Background: an optimization exercise with open tools, aiming at small area and a short achievable clock period. Do not read the settings as production practice.
Function not checked in this run: the RTL went through the layout flow alone.
Power figures rest on the tool's default switching activity, not on a simulated workload.

===== design/flow/flow/run.sh =====
#!/bin/bash
# The standard layout (the standard.sh, unchanged synthesis and steps), with the
# port buffers that the flow inserts on every input and output made from buf_1 cells,
# and repair_timing asked for more setup slack than the 12 ns clock needs.
# make's output goes to layout.log; each tool's own log is under orfs/logs/.
set -euo pipefail
bash standard.sh 'BUFFER_PORTS_ARGS=-buffer_cell sky130_fd_sc_hd__buf_1' SETUP_SLACK_MARGIN=7.6 TNS_END_PERCENT=5 finish > layout.log 2>&1

===== design/flow/config.mk =====
export PLATFORM = sky130hd
export DESIGN_NAME = FIR_filter
export DESIGN_NICKNAME = FIR_filter
export VERILOG_FILES = /design/flow/design.v
export SDC_FILE = /design/flow/constraint.sdc
export NUM_CORES = 4
export LEC_CHECK = 0
export CAP_MARGIN = 20
export CORE_MARGIN = 2
export CORE_UTILIZATION = 75
export CTS_BUF_LIST = sky130_fd_sc_hd__clkbuf_8
export CTS_CLUSTER_DIAMETER = 100
export CTS_CLUSTER_SIZE = 40
export PLACE_DENSITY = 0.8
export SLEW_MARGIN = 20
export SYNTH_HIERARCHICAL = 1
export SYNTH_MINIMUM_KEEP_SIZE = 0

===== design/flow/standard.sh =====
#!/bin/bash
# synth_recipe.tcl (not shown) runs the flow's synth.tcl, then flattens the netlist and writes it again
# the make line also repeats each setting of config.mk as NAME=value (left out here)
make -C /OpenROAD-flow-scripts/flow DESIGN_CONFIG=/design/flow/config.mk WORK_HOME=/design/flow/orfs CLKGATE_MAP_FILE= SYNTH_SCRIPT=/design/flow/synth_recipe.tcl "${@:-finish}"

===== design/flow/constraint.sdc =====
create_clock -name core_clock -period 12.0 [get_ports {clk}]
set_input_delay 2.4000 -clock core_clock [delete_from_list [all_inputs] [get_ports {clk}]]
set_output_delay 2.4000 -clock core_clock [all_outputs]
set_load 0.01 [all_outputs]

===== design/flow/design.v =====
`timescale 1ns / 1ps
module FIR_filter #(
    parameter  N1   = 8,
    parameter  N2 = 16 ,
    parameter integer N3  = 32
)(
    input  wire                      clk,
    input  wire                      rst,
    input  wire                      enable,
    input  wire signed [N2-1:0]    input_data,
    output  signed [N3-1:0]   sampleT,
   output   signed [N3-1:0] output_data
);
  reg [15:0] s0;
  reg [16:0] u0, u1, u2, u3, u4, u5;
  reg [8:0] ylo;
  reg yc;
  reg [15:0] yhp, yhg;
  wire vs1, vc2;
  fir_fa u_vs1 (.a(u1[0]), .b(u3[0]), .c(~s0[0]), .s(vs1), .co(vc2));
  wire vs3, vc4;
  fir_fa u_vs3 (.a(u1[1]), .b(u3[1]), .c(~s0[1]), .s(vs3), .co(vc4));
  wire vs5, vc6;
  fir_fa u_vs5 (.a(~u5[1]), .b(vc2), .c(vs3), .s(vs5), .co(vc6));
  wire vs7, vc8;
  fir_fa u_vs7 (.a(u1[2]), .b(u3[2]), .c(~s0[2]), .s(vs7), .co(vc8));
  wire vs9, vc10;
  fir_fa u_vs9 (.a(~u5[2]), .b(vc4), .c(vs7), .s(vs9), .co(vc10));
  wire vs11, vc12;
  fir_fa u_vs11 (.a(u1[3]), .b(u3[3]), .c(~s0[3]), .s(vs11), .co(vc12));
  wire vs13, vc14;
  fir_fa u_vs13 (.a(~u5[3]), .b(vc8), .c(vs11), .s(vs13), .co(vc14));
  wire vs15, vc16;
  fir_fa u_vs15 (.a(u1[4]), .b(u3[4]), .c(~s0[4]), .s(vs15), .co(vc16));
  wire vs17, vc18;
  fir_fa u_vs17 (.a(~u5[4]), .b(vc12), .c(vs15), .s(vs17), .co(vc18));
  wire vs19, vc20;
  fir_fa u_vs19 (.a(u1[5]), .b(u3[5]), .c(~s0[5]), .s(vs19), .co(vc20));
  wire vs21, vc22;
  fir_fa u_vs21 (.a(~u5[5]), .b(vc16), .c(vs19), .s(vs21), .co(vc22));
  wire vs23, vc24;
  fir_fa u_vs23 (.a(u1[6]), .b(u3[6]), .c(~s0[6]), .s(vs23), .co(vc24));
  wire vs25, vc26;
  fir_fa u_vs25 (.a(~u5[6]), .b(vc20), .c(vs23), .s(vs25), .co(vc26));
  wire vs27, vc28;
  fir_fa u_vs27 (.a(u1[7]), .b(u3[7]), .c(~s0[7]), .s(vs27), .co(vc28));
  wire vs29, vc30;
  fir_fa u_vs29 (.a(~u5[7]), .b(vc24), .c(vs27), .s(vs29), .co(vc30));
  wire vs31, vc32;
  fir_fa u_vs31 (.a(u1[8]), .b(u3[8]), .c(~s0[8]), .s(vs31), .co(vc32));
  wire vs33, vc34;
  fir_fa u_vs33 (.a(~u5[8]), .b(vc28), .c(vs31), .s(vs33), .co(vc34));
  wire vs35, vc36;
  fir_fa u_vs35 (.a(u1[9]), .b(u3[9]), .c(~s0[9]), .s(vs35), .co(vc36));
  wire vs37, vc38;
  fir_fa u_vs37 (.a(~u5[9]), .b(vc32), .c(vs35), .s(vs37), .co(vc38));
  wire vs39, vc40;
  fir_fa u_vs39 (.a(u1[10]), .b(u3[10]), .c(~s0[10]), .s(vs39), .co(vc40));
  wire vs41, vc42;
  fir_fa u_vs41 (.a(~u5[10]), .b(vc36), .c(vs39), .s(vs41), .co(vc42));
  wire vs43, vc44;
  fir_fa u_vs43 (.a(u1[11]), .b(u3[11]), .c(~s0[11]), .s(vs43), .co(vc44));
  wire vs45, vc46;
  fir_fa u_vs45 (.a(~u5[11]), .b(vc40), .c(vs43), .s(vs45), .co(vc46));
  wire vs47, vc48;
  fir_fa u_vs47 (.a(u1[12]), .b(u3[12]), .c(~s0[12]), .s(vs47), .co(vc48));
  wire vs49, vc50;
  fir_fa u_vs49 (.a(~u5[12]), .b(vc44), .c(vs47), .s(vs49), .co(vc50));
  wire vs51, vc52;
  fir_fa u_vs51 (.a(u1[13]), .b(u3[13]), .c(~s0[13]), .s(vs51), .co(vc52));
  wire vs53, vc54;
  fir_fa u_vs53 (.a(~u5[13]), .b(vc48), .c(vs51), .s(vs53), .co(vc54));
  wire vs55, vc56;
  fir_fa u_vs55 (.a(u1[14]), .b(u3[14]), .c(~s0[14]), .s(vs55), .co(vc56));
  wire vs57, vc58;
  fir_fa u_vs57 (.a(~u5[14]), .b(vc52), .c(vs55), .s(vs57), .co(vc58));
  wire vs59, vc60;
  fir_fa u_vs59 (.a(u1[15]), .b(u3[15]), .c(s0[15]), .s(vs59), .co(vc60));
  wire vs61, vc62;
  fir_fa u_vs61 (.a(~u5[15]), .b(vc56), .c(vs59), .s(vs61), .co(vc62));
  wire vs63, vc64;
  fir_fa u_vs63 (.a(~u1[16]), .b(~u3[16]), .c(u5[16]), .s(vs63), .co(vc64));
  wire vs65, vc66;
  fir_ha u_vs65 (.a(vc60), .b(vs63), .s(vs65), .co(vc66));
  wire qs67 = ~(~u5[0] ^ vs1);
  wire qc68 = ~u5[0] | vs1;
  wire qs69 = ~(qc68 ^ vs5);
  wire qc70 = qc68 | vs5;
  wire qs71 = ~(~u5[0] ^ vs1);
  wire qc72 = ~u5[0] | vs1;
  wire qs73, qc74;
  fir_fa u_qs73 (.a(vc6), .b(vs9), .c(qs71), .s(qs73), .co(qc74));
  wire qs75, qc76;
  fir_fa u_qs75 (.a(qc70), .b(qs73), .c(~input_data[0]), .s(qs75), .co(qc76));
  wire qs77 = ~(vc10 ^ qc72);
  wire qc78 = vc10 | qc72;
  wire qs79, qc80;
  fir_fa u_qs79 (.a(vs5), .b(vs13), .c(qc74), .s(qs79), .co(qc80));
  wire qs81, qc82;
  fir_fa u_qs81 (.a(qs77), .b(~input_data[1]), .c(~input_data[3]), .s(qs81), .co(qc82));
  wire qs83, qc84;
  fir_fa u_qs83 (.a(qs79), .b(qc76), .c(qs81), .s(qs83), .co(qc84));
  wire qs85, qc86;
  fir_fa u_qs85 (.a(u0[0]), .b(u1[0]), .c(u3[0]), .s(qs85), .co(qc86));
  wire qs87, qc88;
  fir_fa u_qs87 (.a(u4[0]), .b(qs85), .c(vc6), .s(qs87), .co(qc88));
  wire qs89, qc90;
  fir_fa u_qs89 (.a(vc14), .b(vs9), .c(vs17), .s(qs89), .co(qc90));
  wire qs91, qc92;
  fir_fa u_qs91 (.a(qc78), .b(qs87), .c(qs89), .s(qs91), .co(qc92));
  wire qs93, qc94;
  fir_fa u_qs93 (.a(~input_data[2]), .b(~input_data[4]), .c(qc80), .s(qs93), .co(qc94));
  wire qs95, qc96;
  fir_fa u_qs95 (.a(qs91), .b(qc82), .c(qs93), .s(qs95), .co(qc96));
  wire qs97, qc98;
  fir_fa u_qs97 (.a(u0[1]), .b(u1[1]), .c(u3[1]), .s(qs97), .co(qc98));
  wire qs99, qc100;
  fir_fa u_qs99 (.a(u4[1]), .b(qc86), .c(qs97), .s(qs99), .co(qc100));
  wire qs101, qc102;
  fir_fa u_qs101 (.a(vc10), .b(vc18), .c(vs13), .s(qs101), .co(qc102));
  wire qs103, qc104;
  fir_fa u_qs103 (.a(vs21), .b(qs99), .c(qc88), .s(qs103), .co(qc104));
  wire qs105, qc106;
  fir_fa u_qs105 (.a(qc90), .b(qs101), .c(~input_data[3]), .s(qs105), .co(qc106));
  wire qs107, qc108;
  fir_fa u_qs107 (.a(~input_data[5]), .b(qs103), .c(qc92), .s(qs107), .co(qc108));
  wire qs109, qc110;
  fir_fa u_qs109 (.a(qc94), .b(qs105), .c(qs107), .s(qs109), .co(qc110));
  wire qs111, qc112;
  fir_fa u_qs111 (.a(u0[2]), .b(u1[2]), .c(u3[2]), .s(qs111), .co(qc112));
  wire qs113, qc114;
  fir_fa u_qs113 (.a(u4[2]), .b(u2[0]), .c(qc98), .s(qs113), .co(qc114));
  wire qs115, qc116;
  fir_fa u_qs115 (.a(qs111), .b(vc14), .c(vc22), .s(qs115), .co(qc116));
  wire qs117, qc118;
  fir_fa u_qs117 (.a(qc100), .b(qs113), .c(vs17), .s(qs117), .co(qc118));
  wire qs119, qc120;
  fir_fa u_qs119 (.a(vs25), .b(qc102), .c(qs115), .s(qs119), .co(qc120));
  wire qs121, qc122;
  fir_fa u_qs121 (.a(qs117), .b(qc104), .c(~input_data[4]), .s(qs121), .co(qc122));
  wire qs123, qc124;
  fir_fa u_qs123 (.a(~input_data[6]), .b(qs119), .c(qc106), .s(qs123), .co(qc124));
  wire qs125, qc126;
  fir_fa u_qs125 (.a(qs121), .b(qc108), .c(qs123), .s(qs125), .co(qc126));
  wire qs127, qc128;
  fir_fa u_qs127 (.a(u0[3]), .b(u1[3]), .c(u3[3]), .s(qs127), .co(qc128));
  wire qs129, qc130;
  fir_fa u_qs129 (.a(u4[3]), .b(u2[1]), .c(qc112), .s(qs129), .co(qc130));
  wire qs131, qc132;
  fir_fa u_qs131 (.a(qs127), .b(qc114), .c(vc18), .s(qs131), .co(qc132));
  wire qs133, qc134;
  fir_fa u_qs133 (.a(vc26), .b(qs129), .c(vs21), .s(qs133), .co(qc134));
  wire qs135, qc136;
  fir_fa u_qs135 (.a(vs29), .b(qc116), .c(qc118), .s(qs135), .co(qc136));
  wire qs137, qc138;
  fir_fa u_qs137 (.a(qs131), .b(qs133), .c(~input_data[5]), .s(qs137), .co(qc138));
  wire qs139, qc140;
  fir_fa u_qs139 (.a(~input_data[7]), .b(qc120), .c(qs135), .s(qs139), .co(qc140));
  wire qs141, qc142;
  fir_fa u_qs141 (.a(qc122), .b(qs137), .c(qs139), .s(qs141), .co(qc142));
  wire qs143, qc144;
  fir_fa u_qs143 (.a(qc124), .b(qs141), .c(qc126), .s(qs143), .co(qc144));
  wire qs145, qc146;
  fir_fa u_qs145 (.a(u0[4]), .b(u1[4]), .c(u3[4]), .s(qs145), .co(qc146));
  wire qs147, qc148;
  fir_fa u_qs147 (.a(u4[4]), .b(u2[2]), .c(qc128), .s(qs147), .co(qc148));
  wire qs149, qc150;
  fir_fa u_qs149 (.a(qs145), .b(qc130), .c(vc22), .s(qs149), .co(qc150));
  wire qs151, qc152;
  fir_fa u_qs151 (.a(vc30), .b(qs147), .c(vs25), .s(qs151), .co(qc152));
  wire qs153, qc154;
  fir_fa u_qs153 (.a(vs33), .b(qc132), .c(qc134), .s(qs153), .co(qc154));
  wire qs155, qc156;
  fir_fa u_qs155 (.a(qs149), .b(qs151), .c(~input_data[6]), .s(qs155), .co(qc156));
  wire qs157, qc158;
  fir_fa u_qs157 (.a(~input_data[8]), .b(qc136), .c(qs153), .s(qs157), .co(qc158));
  wire qs159, qc160;
  fir_fa u_qs159 (.a(qc138), .b(qs155), .c(qc140), .s(qs159), .co(qc160));
  wire qs161, qc162;
  fir_fa u_qs161 (.a(qs157), .b(qc142), .c(qs159), .s(qs161), .co(qc162));
  wire qs163, qc164;
  fir_fa u_qs163 (.a(u0[5]), .b(u1[5]), .c(u3[5]), .s(qs163), .co(qc164));
  wire qs165, qc166;
  fir_fa u_qs165 (.a(u4[5]), .b(u2[3]), .c(qc146), .s(qs165), .co(qc166));
  wire qs167, qc168;
  fir_fa u_qs167 (.a(qs163), .b(qc148), .c(vc26), .s(qs167), .co(qc168));
  wire qs169, qc170;
  fir_fa u_qs169 (.a(vc34), .b(qs165), .c(vs29), .s(qs169), .co(qc170));
  wire qs171, qc172;
  fir_fa u_qs171 (.a(vs37), .b(qc150), .c(qc152), .s(qs171), .co(qc172));
  wire qs173, qc174;
  fir_fa u_qs173 (.a(qs167), .b(qs169), .c(~input_data[7]), .s(qs173), .co(qc174));
  wire qs175, qc176;
  fir_fa u_qs175 (.a(~input_data[9]), .b(qc154), .c(qs171), .s(qs175), .co(qc176));
  wire qs177, qc178;
  fir_fa u_qs177 (.a(qc156), .b(qs173), .c(qc158), .s(qs177), .co(qc178));
  wire qs179, qc180;
  fir_fa u_qs179 (.a(qs175), .b(qc160), .c(qs177), .s(qs179), .co(qc180));
  wire qs181, qc182;
  fir_fa u_qs181 (.a(u0[6]), .b(u1[6]), .c(u3[6]), .s(qs181), .co(qc182));
  wire qs183, qc184;
  fir_fa u_qs183 (.a(u4[6]), .b(u2[4]), .c(qc164), .s(qs183), .co(qc184));
  wire qs185, qc186;
  fir_fa u_qs185 (.a(qs181), .b(qc166), .c(vc30), .s(qs185), .co(qc186));
  wire qs187, qc188;
  fir_fa u_qs187 (.a(vc38), .b(qs183), .c(vs33), .s(qs187), .co(qc188));
  wire qs189, qc190;
  fir_fa u_qs189 (.a(vs41), .b(qc168), .c(qc170), .s(qs189), .co(qc190));
  wire qs191, qc192;
  fir_fa u_qs191 (.a(qs185), .b(qs187), .c(~input_data[8]), .s(qs191), .co(qc192));
  wire qs193, qc194;
  fir_fa u_qs193 (.a(~input_data[10]), .b(qc172), .c(qs189), .s(qs193), .co(qc194));
  wire qs195, qc196;
  fir_fa u_qs195 (.a(qc174), .b(qs191), .c(qc176), .s(qs195), .co(qc196));
  wire qs197, qc198;
  fir_fa u_qs197 (.a(qs193), .b(qc178), .c(qs195), .s(qs197), .co(qc198));
  wire qs199, qc200;
  fir_fa u_qs199 (.a(u0[7]), .b(u1[7]), .c(u3[7]), .s(qs199), .co(qc200));
  wire qs201, qc202;
  fir_fa u_qs201 (.a(u4[7]), .b(u2[5]), .c(qc182), .s(qs201), .co(qc202));
  wire qs203, qc204;
  fir_fa u_qs203 (.a(qs199), .b(qc184), .c(vc34), .s(qs203), .co(qc204));
  wire qs205, qc206;
  fir_fa u_qs205 (.a(vc42), .b(qs201), .c(vs37), .s(qs205), .co(qc206));
  wire qs207, qc208;
  fir_fa u_qs207 (.a(vs45), .b(qc186), .c(qc188), .s(qs207), .co(qc208));
  wire qs209, qc210;
  fir_fa u_qs209 (.a(qs203), .b(qs205), .c(~input_data[9]), .s(qs209), .co(qc210));
  wire qs211, qc212;
  fir_fa u_qs211 (.a(~input_data[11]), .b(qc190), .c(qs207), .s(qs211), .co(qc212));
  wire qs213, qc214;
  fir_fa u_qs213 (.a(qc192), .b(qs209), .c(qc194), .s(qs213), .co(qc214));
  wire qs215, qc216;
  fir_fa u_qs215 (.a(qs211), .b(qc196), .c(qs213), .s(qs215), .co(qc216));
  wire qs217, qc218;
  fir_fa u_qs217 (.a(u0[8]), .b(u1[8]), .c(u3[8]), .s(qs217), .co(qc218));
  wire qs219, qc220;
  fir_fa u_qs219 (.a(u4[8]), .b(u2[6]), .c(qc200), .s(qs219), .co(qc220));
  wire qs221, qc222;
  fir_fa u_qs221 (.a(qs217), .b(qc202), .c(vc38), .s(qs221), .co(qc222));
  wire qs223, qc224;
  fir_fa u_qs223 (.a(vc46), .b(qs219), .c(vs41), .s(qs223), .co(qc224));
  wire qs225, qc226;
  fir_fa u_qs225 (.a(vs49), .b(qc204), .c(qc206), .s(qs225), .co(qc226));
  wire qs227, qc228;
  fir_fa u_qs227 (.a(qs221), .b(qs223), .c(~input_data[10]), .s(qs227), .co(qc228));
  wire qs229, qc230;
  fir_fa u_qs229 (.a(~input_data[12]), .b(qc208), .c(qs225), .s(qs229), .co(qc230));
  wire qs231, qc232;
  fir_fa u_qs231 (.a(qc210), .b(qs227), .c(qc212), .s(qs231), .co(qc232));
  wire qs233, qc234;
  fir_fa u_qs233 (.a(qs229), .b(qc214), .c(qs231), .s(qs233), .co(qc234));
  wire qs235, qc236;
  fir_fa u_qs235 (.a(u0[9]), .b(u1[9]), .c(u3[9]), .s(qs235), .co(qc236));
  wire qs237, qc238;
  fir_fa u_qs237 (.a(u4[9]), .b(u2[7]), .c(qc218), .s(qs237), .co(qc238));
  wire qs239, qc240;
  fir_fa u_qs239 (.a(qs235), .b(qc220), .c(vc42), .s(qs239), .co(qc240));
  wire qs241, qc242;
  fir_fa u_qs241 (.a(vc50), .b(qs237), .c(vs45), .s(qs241), .co(qc242));
  wire qs243, qc244;
  fir_fa u_qs243 (.a(vs53), .b(qc222), .c(qc224), .s(qs243), .co(qc244));
  wire qs245, qc246;
  fir_fa u_qs245 (.a(qs239), .b(qs241), .c(~input_data[11]), .s(qs245), .co(qc246));
  wire qs247, qc248;
  fir_fa u_qs247 (.a(~input_data[13]), .b(qc226), .c(qs243), .s(qs247), .co(qc248));
  wire qs249, qc250;
  fir_fa u_qs249 (.a(qc228), .b(qs245), .c(qc230), .s(qs249), .co(qc250));
  wire qs251, qc252;
  fir_fa u_qs251 (.a(qs247), .b(qc232), .c(qs249), .s(qs251), .co(qc252));
  wire qs253, qc254;
  fir_fa u_qs253 (.a(u0[10]), .b(u1[10]), .c(u3[10]), .s(qs253), .co(qc254));
  wire qs255, qc256;
  fir_fa u_qs255 (.a(u4[10]), .b(u2[8]), .c(qc236), .s(qs255), .co(qc256));
  wire qs257, qc258;
  fir_fa u_qs257 (.a(qs253), .b(qc238), .c(vc46), .s(qs257), .co(qc258));
  wire qs259, qc260;
  fir_fa u_qs259 (.a(vc54), .b(qs255), .c(vs49), .s(qs259), .co(qc260));
  wire qs261, qc262;
  fir_fa u_qs261 (.a(vs57), .b(qc240), .c(qc242), .s(qs261), .co(qc262));
  wire qs263, qc264;
  fir_fa u_qs263 (.a(qs257), .b(qs259), .c(~input_data[12]), .s(qs263), .co(qc264));
  wire qs265, qc266;
  fir_fa u_qs265 (.a(~input_data[14]), .b(qc244), .c(qs261), .s(qs265), .co(qc266));
  wire qs267, qc268;
  fir_fa u_qs267 (.a(qc246), .b(qs263), .c(qc248), .s(qs267), .co(qc268));
  wire qs269, qc270;
  fir_fa u_qs269 (.a(qs265), .b(qc250), .c(qs267), .s(qs269), .co(qc270));
  wire qs271, qc272;
  fir_fa u_qs271 (.a(u0[11]), .b(u1[11]), .c(u3[11]), .s(qs271), .co(qc272));
  wire qs273, qc274;
  fir_fa u_qs273 (.a(u4[11]), .b(u2[9]), .c(qc254), .s(qs273), .co(qc274));
  wire qs275, qc276;
  fir_fa u_qs275 (.a(qs271), .b(qc256), .c(vc50), .s(qs275), .co(qc276));
  wire qs277, qc278;
  fir_fa u_qs277 (.a(vc58), .b(qs273), .c(vs53), .s(qs277), .co(qc278));
  wire qs279, qc280;
  fir_fa u_qs279 (.a(vs61), .b(qc258), .c(qc260), .s(qs279), .co(qc280));
  wire qs281, qc282;
  fir_fa u_qs281 (.a(qs275), .b(qs277), .c(~input_data[13]), .s(qs281), .co(qc282));
  wire qs283, qc284;
  fir_fa u_qs283 (.a(input_data[15]), .b(qc262), .c(qs279), .s(qs283), .co(qc284));
  wire qs285, qc286;
  fir_fa u_qs285 (.a(qc264), .b(qs281), .c(qc266), .s(qs285), .co(qc286));
  wire qs287, qc288;
  fir_fa u_qs287 (.a(qs283), .b(qc268), .c(qs285), .s(qs287), .co(qc288));
  wire qs289, qc290;
  fir_fa u_qs289 (.a(u0[12]), .b(u1[12]), .c(u3[12]), .s(qs289), .co(qc290));
  wire qs291, qc292;
  fir_fa u_qs291 (.a(u4[12]), .b(u2[10]), .c(qc272), .s(qs291), .co(qc292));
  wire qs293, qc294;
  fir_fa u_qs293 (.a(qs289), .b(vs65), .c(qc274), .s(qs293), .co(qc294));
  wire qs295, qc296;
  fir_fa u_qs295 (.a(vc54), .b(vc62), .c(qs291), .s(qs295), .co(qc296));
  wire qs297, qc298;
  fir_fa u_qs297 (.a(vs57), .b(qc276), .c(qs293), .s(qs297), .co(qc298));
  wire qs299, qc300;
  fir_fa u_qs299 (.a(qc278), .b(qs295), .c(~input_data[14]), .s(qs299), .co(qc300));
  wire qs301, qc302;
  fir_fa u_qs301 (.a(qc280), .b(qs297), .c(qc282), .s(qs301), .co(qc302));
  wire qs303, qc304;
  fir_fa u_qs303 (.a(qs299), .b(qc284), .c(qs301), .s(qs303), .co(qc304));
  wire qs305, qc306;
  fir_fa u_qs305 (.a(qc286), .b(qs303), .c(qc288), .s(qs305), .co(qc306));
  wire qs307, qc308;
  fir_fa u_qs307 (.a(u0[13]), .b(u1[13]), .c(u3[13]), .s(qs307), .co(qc308));
  wire qs309, qc310;
  fir_fa u_qs309 (.a(u4[13]), .b(u2[11]), .c(vc64), .s(qs309), .co(qc310));
  wire qs311, qc312;
  fir_fa u_qs311 (.a(qc290), .b(qs307), .c(vc66), .s(qs311), .co(qc312));
  wire qs313, qc314;
  fir_fa u_qs313 (.a(qc292), .b(vc58), .c(qs309), .s(qs313), .co(qc314));
  wire qs315, qc316;
  fir_fa u_qs315 (.a(vs61), .b(qc294), .c(qs311), .s(qs315), .co(qc316));
  wire qs317, qc318;
  fir_fa u_qs317 (.a(qc296), .b(qs313), .c(qc298), .s(qs317), .co(qc318));
  wire qs319, qc320;
  fir_fa u_qs319 (.a(qs315), .b(input_data[15]), .c(qc300), .s(qs319), .co(qc320));
  wire qs321, qc322;
  fir_fa u_qs321 (.a(qs317), .b(qc302), .c(qs319), .s(qs321), .co(qc322));
  wire qs323, qc324;
  fir_ha u_qs323 (.a(qc304), .b(qs321), .s(qs323), .co(qc324));
  wire qs325, qc326;
  fir_fa u_qs325 (.a(u0[14]), .b(u1[14]), .c(u3[14]), .s(qs325), .co(qc326));
  wire qs327 = ~(u4[14] ^ u2[12]);
  wire qc328 = u4[14] | u2[12];
  wire qs329, qc330;
  fir_fa u_qs329 (.a(qc308), .b(qs325), .c(qs327), .s(qs329), .co(qc330));
  wire qs331, qc332;
  fir_fa u_qs331 (.a(vs65), .b(qc310), .c(vc62), .s(qs331), .co(qc332));
  wire qs333, qc334;
  fir_fa u_qs333 (.a(qs329), .b(qc312), .c(qc314), .s(qs333), .co(qc334));
  wire qs335, qc336;
  fir_fa u_qs335 (.a(qs331), .b(qc316), .c(qs333), .s(qs335), .co(qc336));
  wire qs337, qc338;
  fir_fa u_qs337 (.a(qc318), .b(qs335), .c(qc320), .s(qs337), .co(qc338));
  wire qs339, qc340;
  fir_ha u_qs339 (.a(qc322), .b(qs337), .s(qs339), .co(qc340));
  wire qs341, qc342;
  fir_fa u_qs341 (.a(u0[15]), .b(u1[15]), .c(u3[15]), .s(qs341), .co(qc342));
  wire qs343 = ~(u4[15] ^ u2[13]);
  wire qc344 = u4[15] | u2[13];
  wire qs345, qc346;
  fir_fa u_qs345 (.a(vc64), .b(qc326), .c(qc328), .s(qs345), .co(qc346));
  wire qs347, qc348;
  fir_fa u_qs347 (.a(qs341), .b(qs343), .c(vc66), .s(qs347), .co(qc348));
  wire qs349, qc350;
  fir_fa u_qs349 (.a(qc330), .b(qs345), .c(qs347), .s(qs349), .co(qc350));
  wire qs351, qc352;
  fir_fa u_qs351 (.a(qc332), .b(qc334), .c(qs349), .s(qs351), .co(qc352));
  wire qs353, qc354;
  fir_fa u_qs353 (.a(qc336), .b(qs351), .c(qc338), .s(qs353), .co(qc354));
  wire qs355, qc356;
  fir_fa u_qs355 (.a(~u0[16]), .b(~u1[16]), .c(~u3[16]), .s(qs355), .co(qc356));
  wire qs357, qc358;
  fir_fa u_qs357 (.a(~u4[16]), .b(u2[14]), .c(qc342), .s(qs357), .co(qc358));
  wire qs359, qc360;
  fir_fa u_qs359 (.a(qc344), .b(qs355), .c(qc346), .s(qs359), .co(qc360));
  wire qs361, qc362;
  fir_fa u_qs361 (.a(qs357), .b(qc348), .c(qs359), .s(qs361), .co(qc362));
  wire qs363, qc364;
  fir_fa u_qs363 (.a(qc350), .b(qs361), .c(qc352), .s(qs363), .co(qc364));
  wire qs365 = ~(u2[15] ^ qc356);
  wire qc366 = u2[15] | qc356;
  wire qs367, qc368;
  fir_fa u_qs367 (.a(qc358), .b(qs365), .c(qc360), .s(qs367), .co(qc368));
  wire qs369, qc370;
  fir_ha u_qs369 (.a(qc362), .b(qs367), .s(qs369), .co(qc370));
  wire qs371 = ~(~u2[16] ^ qc366);
  wire qc372 = ~u2[16] | qc366;
  wire qs373, qc374;
  fir_ha u_qs373 (.a(qs371), .b(qc368), .s(qs373), .co(qc374));
  wire [9:0] qa = {1'b0, qs161, qs143, qc110, qc96, qc84, qs83, ~input_data[2], qs69, qs67};
  wire [9:0] qb = {1'b0, qc144, 1'b0, qs125, qs109, qs95, 1'b0, qs75, ~input_data[1], ~input_data[0]};
  wire [9:0] ylo_next_p = qa ^ qb;
  wire [9:0] ylo_next_g = qa & qb;
  wire [8:0] ylo_next_c;
  fir_pfx_ylo_next u_pfx_ylo_next (.p(ylo_next_p[8:0]), .g(ylo_next_g[8:0]), .c(ylo_next_c));
  wire [9:0] ylo_next = ylo_next_p ^ {ylo_next_c, 1'b0};
  wire [15:0] yha_next = {1'b1, qc372, qs373, qs369, qs363, qc340, qs339, qs323, qs305, qc270, qc252, qc234, qc216, qc198, qc180, qc162};
  wire [15:0] yhb_next = {1'b0, qc374, qc370, qc364, qc354, qs353, qc324, qc306, 1'b0, qs287, qs269, qs251, qs233, qs215, qs197, qs179};
  wire [15:0] yhp_next = yha_next ^ yhb_next;
  wire [15:0] yhg_next = yha_next & yhb_next;
  wire [16:0] ui_a = {input_data[15], input_data};
  wire [16:0] ui_b = {s0[15], s0};
  wire [16:0] u_in_p = ui_a ^ ui_b;
  wire [16:0] u_in_g = ui_a & ui_b;
  wire [15:0] u_in_c;
  fir_pfx_u_in u_pfx_u_in (.p(u_in_p[15:0]), .g(u_in_g[15:0]), .c(u_in_c));
  wire [16:0] u_in = u_in_p ^ {u_in_c, 1'b0};
  wire [16:0] yo_p = {yhp, 1'b0};
  wire [16:0] yo_g = {yhg, yc};
  wire [15:0] yo_c;
  fir_pfx_yo u_pfx_yo (.p(yo_p[15:0]), .g(yo_g[15:0]), .c(yo_c));
  wire [16:0] yo = yo_p ^ {yo_c, 1'b0};
  wire yo_sgn0;
  fir_xor u_yo_sgn0 (.a(yo_p[16]), .b(yo_c[15]), .y(yo_sgn0));
  wire yo_sgn1;
  fir_xor u_yo_sgn1 (.a(yo_p[16]), .b(yo_c[15]), .y(yo_sgn1));
  wire yo_sgn2;
  fir_xor u_yo_sgn2 (.a(yo_p[16]), .b(yo_c[15]), .y(yo_sgn2));
  wire yo_sgn3;
  fir_xor u_yo_sgn3 (.a(yo_p[16]), .b(yo_c[15]), .y(yo_sgn3));
  wire [24:0] y = {yo[16:1], ylo};
  wire [7:0] ysign = {{2{yo_sgn3}}, {2{yo_sgn2}}, {2{yo_sgn1}}, {2{yo_sgn0}}};
  wire ld, hold;
  fir_ctl u_ctl (.rst(rst), .enable(enable), .ld(ld), .hold(hold));
  always @(posedge clk) begin
    ylo <= ({9{ld}} & ylo_next[8:0]) | ({9{hold}} & ylo);
    yc <= ({1{ld}} & ylo_next[9]) | ({1{hold}} & yc);
    yhp <= ({16{ld}} & yhp_next) | ({16{hold}} & yhp);
    yhg <= (({16{ld}} & yhg_next) | ({16{hold}} & yhg)) & 16'b0111111101111111;
    s0 <= ({16{ld}} & input_data) | ({16{hold}} & s0);
    u0 <= ({17{ld}} & u_in) | ({17{hold}} & u0);
    u1 <= ({17{ld}} & u0) | ({17{hold}} & u1);
    u2 <= ({17{ld}} & u1) | ({17{hold}} & u2);
    u3 <= ({17{ld}} & u2) | ({17{hold}} & u3);
    u4 <= ({17{ld}} & u3) | ({17{hold}} & u4);
    u5 <= ({17{ld}} & u4) | ({17{hold}} & u5);
  end
  assign output_data = {ysign, y[23:0]};
  assign sampleT = {{16{s0[15]}}, s0};
endmodule
module fir_fa (input wire a, input wire b, input wire c, output wire s, output wire co);
  assign s = a ^ b ^ c;
  assign co = (a & b) | (a & c) | (b & c);
endmodule
module fir_ha (input wire a, input wire b, output wire s, output wire co);
  assign s = a ^ b;
  assign co = a & b;
endmodule
module fir_ctl (input wire rst, input wire enable, output wire ld, output wire hold);
  assign ld = enable & ~rst;
  assign hold = ~enable & ~rst;
endmodule
module fir_xor (input wire a, input wire b, output wire y);
  assign y = a ^ b;
endmodule
module fir_pfx_ylo_next (input wire [8:0] p, input wire [8:0] g, output wire [8:0] c);
  wire G1 = g[1] | (p[1] & g[0]);
  wire P2 = p[1] & p[0];
  wire G3 = g[3] | (p[3] & g[2]);
  wire P4 = p[3] & p[2];
  wire G5 = g[5] | (p[5] & g[4]);
  wire P6 = p[5] & p[4];
  wire G7 = g[7] | (p[7] & g[6]);
  wire P8 = p[7] & p[6];
  wire G9 = g[2] | (p[2] & G1);
  wire P10 = p[2] & P2;
  wire G11 = G3 | (P4 & G1);
  wire P12 = P4 & P2;
  wire G13 = g[6] | (p[6] & G5);
  wire P14 = p[6] & P6;
  wire G15 = G7 | (P8 & G5);
  wire P16 = P8 & P6;
  wire G17 = g[4] | (p[4] & G11);
  wire P18 = p[4] & P12;
  wire G19 = G5 | (P6 & G11);
  wire P20 = P6 & P12;
  wire G21 = G13 | (P14 & G11);
  wire P22 = P14 & P12;
  wire G23 = G15 | (P16 & G11);
  wire P24 = P16 & P12;
  wire G25 = g[8] | (p[8] & G23);
  wire P26 = p[8] & P24;
  assign c = {G25, G23, G21, G19, G17, G11, G9, G1, g[0]};
endmodule
module fir_pfx_yo (input wire [15:0] p, input wire [15:0] g, output wire [15:0] c);
  wire G1 = g[1] | (p[1] & g[0]);
  wire P2 = (p[1] & p[0]);
  wire G3 = g[2] | (p[2] & g[1]);
  wire P4 = (p[2] & p[1]);
  wire G5 = g[3] | (p[3] & g[2]);
  wire P6 = (p[3] & p[2]);
  wire G7 = g[4] | (p[4] & g[3]);
  wire P8 = (p[4] & p[3]);
  wire G9 = g[5] | (p[5] & g[4]);
  wire P10 = (p[5] & p[4]);
  wire G11 = g[6] | (p[6] & g[5]);
  wire P12 = (p[6] & p[5]);
  wire G13 = g[7] | (p[7] & g[6]);
  wire P14 = (p[7] & p[6]);
  wire G15 = g[8] | (p[8] & g[7]);
  wire P16 = (p[8] & p[7]);
  wire G17 = g[9] | (p[9] & g[8]);
  wire P18 = (p[9] & p[8]);
  wire G19 = g[10] | (p[10] & g[9]);
  wire P20 = (p[10] & p[9]);
  wire G21 = g[11] | (p[11] & g[10]);
  wire P22 = (p[11] & p[10]);
  wire G23 = g[12] | (p[12] & g[11]);
  wire P24 = (p[12] & p[11]);
  wire G25 = g[13] | (p[13] & g[12]);
  wire P26 = (p[13] & p[12]);
  wire G27 = g[14] | (p[14] & g[13]);
  wire P28 = (p[14] & p[13]);
  wire G29 = g[15] | (p[15] & g[14]);
  wire P30 = (p[15] & p[14]);
  wire G31 = G3 | (P4 & g[0]);
  wire P32 = (P4 & p[0]);
  wire G33 = G5 | (P6 & G1);
  wire P34 = (P6 & P2);
  wire G35 = G7 | (P8 & G3);
  wire P36 = (P8 & P4);
  wire G37 = G9 | (P10 & G5);
  wire P38 = (P10 & P6);
  wire G39 = G11 | (P12 & G7);
  wire P40 = (P12 & P8);
  wire G41 = G13 | (P14 & G9);
  wire P42 = (P14 & P10);
  wire G43 = G15 | (P16 & G11);
  wire P44 = (P16 & P12);
  wire G45 = G17 | (P18 & G13);
  wire P46 = (P18 & P14);
  wire G47 = G19 | (P20 & G15);
  wire P48 = (P20 & P16);
  wire G49 = G21 | (P22 & G17);
  wire P50 = (P22 & P18);
  wire G51 = G23 | (P24 & G19);
  wire P52 = (P24 & P20);
  wire G53 = G25 | (P26 & G21);
  wire P54 = (P26 & P22);
  wire G55 = G27 | (P28 & G23);
  wire P56 = (P28 & P24);
  wire G57 = G29 | (P30 & G25);
  wire P58 = (P30 & P26);
  wire G59 = G35 | (P36 & g[0]);
  wire P60 = (P36 & p[0]);
  wire G61 = G37 | (P38 & G1);
  wire P62 = (P38 & P2);
  wire G63 = G39 | (P40 & G31);
  wire P64 = (P40 & P32);
  wire G65 = G41 | (P42 & G33);
  wire P66 = (P42 & P34);
  wire G67 = G43 | (P44 & G35);
  wire P68 = (P44 & P36);
  wire G69 = G45 | (P46 & G37);
  wire P70 = (P46 & P38);
  wire G71 = G47 | (P48 & G39);
  wire P72 = (P48 & P40);
  wire G73 = G49 | (P50 & G41);
  wire P74 = (P50 & P42);
  wire G75 = G51 | (P52 & G43);
  wire P76 = (P52 & P44);
  wire G77 = G53 | (P54 & G45);
  wire P78 = (P54 & P46);
  wire G79 = G55 | (P56 & G47);
  wire P80 = (P56 & P48);
  wire G81 = G57 | (P58 & G49);
  wire P82 = (P58 & P50);
  wire G83 = G67 | (P68 & g[0]);
  wire P84 = (P68 & p[0]);
  wire G85 = G69 | (P70 & G1);
  wire P86 = (P70 & P2);
  wire G87 = G71 | (P72 & G31);
  wire P88 = (P72 & P32);
  wire G89 = G73 | (P74 & G33);
  wire P90 = (P74 & P34);
  wire G91 = G75 | (P76 & G59);
  wire P92 = (P76 & P60);
  wire G93 = G77 | (P78 & G61);
  wire P94 = (P78 & P62);
  wire G95 = G79 | (P80 & G63);
  wire P96 = (P80 & P64);
  wire G97 = G81 | (P82 & G65);
  wire P98 = (P82 & P66);
  assign c = {G97, G95, G93, G91, G89, G87, G85, G83, G65, G63, G61, G59, G33, G31, G1, g[0]};
endmodule
module fir_pfx_u_in (input wire [15:0] p, input wire [15:0] g, output wire [15:0] c);
  wire G1 = g[1] | (p[1] & g[0]);
  wire P2 = p[1] & p[0];
  wire G3 = g[3] | (p[3] & g[2]);
  wire P4 = p[3] & p[2];
  wire G5 = g[5] | (p[5] & g[4]);
  wire P6 = p[5] & p[4];
  wire G7 = g[7] | (p[7] & g[6]);
  wire P8 = p[7] & p[6];
  wire G9 = g[9] | (p[9] & g[8]);
  wire P10 = p[9] & p[8];
  wire G11 = g[11] | (p[11] & g[10]);
  wire P12 = p[11] & p[10];
  wire G13 = g[13] | (p[13] & g[12]);
  wire P14 = p[13] & p[12];
  wire G15 = g[15] | (p[15] & g[14]);
  wire P16 = p[15] & p[14];
  wire G17 = G3 | (P4 & G1);
  wire P18 = P4 & P2;
  wire G19 = G7 | (P8 & G5);
  wire P20 = P8 & P6;
  wire G21 = G11 | (P12 & G9);
  wire P22 = P12 & P10;
  wire G23 = G15 | (P16 & G13);
  wire P24 = P16 & P14;
  wire G25 = G19 | (P20 & G17);
  wire P26 = P20 & P18;
  wire G27 = G23 | (P24 & G21);
  wire P28 = P24 & P22;
  wire G29 = G27 | (P28 & G25);
  wire P30 = P28 & P26;
  wire G31 = G21 | (P22 & G25);
  wire P32 = P22 & P26;
  wire G33 = G5 | (P6 & G17);
  wire P34 = P6 & P18;
  wire G35 = G9 | (P10 & G25);
  wire P36 = P10 & P26;
  wire G37 = G13 | (P14 & G31);
  wire P38 = P14 & P32;
  wire G39 = g[2] | (p[2] & G1);
  wire P40 = p[2] & P2;
  wire G41 = g[4] | (p[4] & G17);
  wire P42 = p[4] & P18;
  wire G43 = g[6] | (p[6] & G33);
  wire P44 = p[6] & P34;
  wire G45 = g[8] | (p[8] & G25);
  wire P46 = p[8] & P26;
  wire G47 = g[10] | (p[10] & G35);
  wire P48 = p[10] & P36;
  wire G49 = g[12] | (p[12] & G31);
  wire P50 = p[12] & P32;
  wire G51 = g[14] | (p[14] & G37);
  wire P52 = p[14] & P38;
  assign c = {G29, G51, G37, G49, G31, G47, G35, G45, G25, G43, G33, G41, G17, G39, G1, g[0]};
endmodule

==> summary.txt <==
-- logic make-up (layout without fill, tap and decap cells) --
group,after synthesis,in the layout,share of synthesized area [%]
and+or+nand+nor,41,41,2.118
buffers and inverters,174,192,10.22
DFF,158,158,29.09
adders and majority gates,223,223,37.68
other,1,7,0.03449
AOI/OAI and AO/OA,229,229,17.39
xor gates and xnor gates,43,43,3.464
-- layout make-up --
class,instances,area (µm²)
Multi-Input combinational cell,543,6734
Sequential cell,158,3182
Fill cell,839,2856
Timing Repair Buffer,89,367.9
Inverter,73,286.5
Clock buffer,19,261.5
Tap cell,180,225.2
Clock inverter,11,128.9
-- report_power, final --
| group | internal, mW | switching (mW) | total (mW) |
|---|---|---|---|
| registers | 0.576 | 0.0566 | 0.632 |
| clock network | 0.210 | 0.193 | 0.403 |
| logic | 0.664 | 0.693 | 1.36 |
| total | 1.45 | 0.943 | 2.39 |
-- modules after synthesis (local to each module, per instance) --
module            copies in the design  cell area (µm²)  flip-flops and latches  cells inside
FIR_filter                           1             6233                     158           530
fir_ctl                              1            17.52                       0             2
fir_fa                             174            20.02                       0             1
fir_ha                               5            12.51                       0             1
fir_pfx_u_in                         1            356.6                       0            51
fir_pfx_ylo_next                     1            225.2                       0            33
fir_pfx_yo                           1            457.9                       0            70
fir_xor                              4            8.758                       0             1
-- layout by cell type, fill, tap and decap left out, drive strengths merged, types with 2 or more instances in the layout --
| master | instances |
|---|---|
| nor2b | 2 |
| ha | 49 |
| dfxtp | 158 |
| a221o | 2 |
| a21oi | 13 |
| and2 | 2 |
| conb | 7 |
| a21o | 22 |
| a221oi | 2 |
| a211oi | 5 |
| a31o | 3 |
| nand2 | 8 |
| clkinvlp | 2 |
| inv | 78 |
| o21a | 2 |
| nor2 | 8 |
| nand2b | 2 |
| nand3 | 3 |
| a22o | 158 |
| and3 | 7 |
| nor3 | 3 |
| o21bai | 3 |
| xor2 | 43 |
| fa | 174 |
| o21ai | 13 |
| clkbuf | 19 |
| buf | 89 |
| bufinv | 3 |
-- registers in the layout (all words and copies together), names as in the netlist --
register,count
s0,16
u0,17
u1,17
u2,17
u3,17
u4,17
u5,17
yc,1
yhg,14
yhp,16
ylo,9
-- path summary, 6_finish.rpt --
kind,startpoint,to,slack (ns),cells past startpoint
setup reg to reg,s0[2],ylo[8],7.34,13
hold reg to reg,u5[8],u5[8],0.48,1
setup / recovery,input_data[3],ylo[8],7.32,11
hold / removal,u5[8],u5[8],0.48,1
-- worst register-to-register path, delay by kind of cell, from the launching register on --
kind	cells	cell delay, ns
buffers and inverters	1	0.06
AO/OA/AOI/OAI	4	0.75
XOR/XNOR	1	0.16
flip-flops	1	0.35
adder cells (fa/ha/maj)	7	3.24
-- cell usage after synthesis (all sizes together) (2+ instances only) --
| cell type | number | area (µm²) |
|---|---|---|
| nor3 | 3 | 15.01 |
| a221oi | 2 | 23.77 |
| dfxtp | 158 | 3163 |
| a22o | 158 | 1384 |
| and3 | 7 | 50.05 |
| nand2 | 8 | 30.03 |
| inv | 73 | 274.0 |
| nand3 | 3 | 15.01 |
| o21ai | 13 | 65.06 |
| buf | 101 | 837.1 |
| nand2b | 2 | 12.51 |
| nor2 | 8 | 30.03 |
| o21a | 2 | 15.01 |
| a221o | 2 | 20.02 |
| o21bai | 3 | 22.52 |
| a31o | 3 | 26.28 |
| fa | 174 | 3483 |
| a21oi | 13 | 72.57 |
| xor2 | 43 | 376.6 |
| a21o | 22 | 166.4 |
| ha | 49 | 613.1 |
| nor2b | 2 | 20.02 |
| a211oi | 5 | 42.54 |
| and2 | 2 | 13.77 |
-- metal layers --
| layer | track usage [%] | share of wire [%] | wire length, µm | vias up |
|---|---|---|---|---|
| met4 | 10.38 | 2.8 | 597 | 0 |
| met5 | 0 | 0 | 0 | - |
| met3 | 5.369 | 3.8 | 823 | 46 |
| met2 | 52.78 | 55 | 11870 | 172 |
| li1 | - | - | - | 2969 |
| met1 | 35.32 | 38 | 8258 | 3398 |
-- timing repair --
action	CTS	global route
endpoints found under the hold margin	0	0
setup endpoints to repair	31	40
resized for setup	18	24
buffers inserted	2	1
pin swaps	5	13
-- stage by stage --
stage | hold slack [ns] | power (mW)
3_3_place_gp | 0.4516 | 1.801
5_1_grt | 0.4939 | 2.575
2_1_floorplan | 0.4392 | 1.629
3_5_place_dp | 0.4542 | 1.880
4_1_cts | 0.4803 | 2.339
6_report | 0.4757 | 2.393
==> load_flow_metrics.sql <==
INSERT INTO impl_metrics (metric_group, metric, value, unit) VALUES
('floorplanning', 'core_area', '14040', 'µm²'),
('cts', 'htreeDepth', '4', ''),
('critical_path', 'critical_path.most_common_cell', 'fa_2', ''),
('placement', 'detailed_place_hpwl', '16.38', 'mm'),
('timing', 'setup_tns', '0', 'ns'),
('final_layout', 'area_delta_synth_final', '2.888', '%'),
('floorplanning', 'floorplan.io_pins', '83', ''),
('cts', 'cts_buffers', '17', ''),
('timing', 'clock.fmax', '213.7', 'MHz'),
('timing', 'worst_slack', '7.322', 'ns'),
('detailed_routing', 'route.antenna.remaining_nets', '0', ''),
('synth', 'synth.avg_cell_area', '12.51', 'µm²'),
('global_routing', 'first_global_vias', '7277', ''),
('detailed_routing', 'dr.first_iter.drc_count', '323', ''),
('timing', 'max_slew.worst_pin.slew', '0.8523', 'ns'),
('synth', 'post_synth_instance_area', '10870', 'µm²'),
('placement', 'instance_area_at_placement', '10650', 'µm²'),
('timing', 'finalCriticalPeriod', '4.678', 'ns'),
('floorplanning', 'floorplan.initialDensity', '77.42', '%'),
('cts', 'worst_setup_hold_path_clk_slew', '0.09', 'ns'),
('synth', 'ys_dominant_reg_cell', 'dfxtp_1', ''),
('critical_path', 'critical_path.slowest_cell', 'fa_2', ''),
('cts', 'cts.sink_count', '158', ''),
('cts', 'cts_tree', 'done', ''),
('cts', 'cts-root-to-sink-buffers', '2', ''),
('critical_path', 'worst_path_dominant_cell_family', 'adder cells', ''),
('timing', 'finalHoldViolCount', '0', ''),
('synth', 'cells_after_synthesis', '869', ''),
('status', 'run_status', 'no timing/DRC/antenna violations', ''),
('synth', 'share_of_flip_flops_with_an_asynchronous_set_or_reset_after_synthesis', '0', '%'),
('power', 'power.density', '213.9', 'nW/µm²'),
('critical_path', 'startpoint_type', 'input port', ''),
('final_layout', 'final_nets', '1124', ''),
('run', 'drv.max_cap_violation_count', '0', ''),
('placement', 'dp_worst_setup_slack', '6.581', 'ns'),
('global_routing', 'grt.overflow.total', '0', ''),
('placement', 'routabilityCongestion', '0.8730', ''),
('timing', 'final_min_period_over_clock_period', '38.99', '%'),
('timing', 'grt_setup_unrepaired', 'true', ''),
('global_routing', 'antenna_violations_before_repair', '0', ''),
('global_routing', 'grt_first_pass_wirelength', '35.85', 'mm'),
('critical_path', 'buffering_stage_count_on_the_worst_path_with_inverters_included', '2', ''),
('synth', 'yosysWarnings', '7', ''),
('floorplanning', 'placementRows', '43', ''),
('critical_path', 'worstPathRequired', '12.36', 'ns'),
('detailed_routing', 'viasPerCell', '6.137', ''),
('floorplanning', 'die_y', '124.4', 'µm'),
('timing', 'setup-violations-final', '0', ''),
('power', 'leakage', '4.981', 'nW'),
('power', 'vdd_ir_drop_max', '0.1377', 'mV'),
('detailed_routing', 'drc', '0', ''),
('placement', 'io_buffer_count', '82', ''),
('critical_path', 'setup.worst_path.class', 'in2reg', ''),
('timing', 'finClkSkew', '0.01388', 'ns'),
('final_layout', 'finalCoreUtilization', '79.66', '%'),
('final_layout', 'final-instance-count-excl-fill', '1073', ''),
('synth', 'synth_edf_count', '0', ''),
('placement', 'numPlacedInstances', '1040', ''),
('final_layout', 'final_design_area_no_fill', '11190', 'µm²'),
('floorplanning', 'die_area', '15470', 'µm²'),
('critical_path', 'cpPeakStageDelay', '0.55', 'ns'),
('cts', 'postCtsHoldBufs', '0', ''),
('detailed_routing', 'detail_route.wl_per_cell', '20.08', 'µm'),
('global_routing', 'grtUsageTotal', '29.30', '%'),
('timing', 'timing.slew.headroom', '43.18', '%'),
('critical_path', 'cp_cell_sequence', 'buf_6 > inv_12 > fa_2 > fa_1 > fa_2 > ha_2 > o21a_4 > a21oi_2 > o21ai_2 > xor2_1 > a22o_1', ''),
('final_layout', 'antenna-diode-count', '0', ''),
('timing', 'finalMaxSlewViolations', '0', ''),
('synth', 'yosysUniqueCellTypes', '48', ''),
('cts', 'worst_skew_late_latency', '0.47', 'ns'),
('critical_path', 'worstPathMaxFanout', '4', ''),
('critical_path', 'worstSetupEndpointType', 'flip-flop', ''),
('cts', 'clk_root_buffer_cell', 'clkbuf_8', ''),
('synth', 'yosysSeqAreaShare', '29.09', '%'),
('global_routing', 'grt_start_max_net_pins', '84', ''),
('final_layout', 'post_route_cells_drive_above_1_share', '9.854', '%'),
('synth', 'yosys_register_bits', '158', ''),
('detailed_routing', 'drt_first_pass_iters', '5', ''),
('detailed_routing', 'total_via_count_after_detailed_routing', '6585', ''),
('min_path', 'hold_path.class', 'reg2reg', ''),
('critical_path', 'critical_path_arrival', '5.04', 'ns'),
('detailed_routing', 'finalWirelength', '21.55', 'mm'),
('floorplanning', 'die-width', '124.4', 'µm');

## re-timing with driven ports
How much do the figures lean on ideal ports? The routed layout below was timed once more, with nothing changed but the port constraints. Step 1 sets driving cells, clkbuf_16 on the clock port and buf_2 on the other inputs (assumed; they add their load-dependent delay and slew). Step 2 also shifts input and output timing later by t, the mid clock arrival at the registers, as if the neighbouring blocks saw the same clock. a / b / c = ideal ports / drivers / drivers and shift; a / b = the first two.
t, ns: 0.501
setup slack, ns: 7.322 / 7.319 / 6.818
worst slew at a driven data input, ns: 0.04
After both steps setup and hold are still met in this run. The setup slack of this run moves by -0.003 ns with the drivers and by -0.504 ns with both steps.
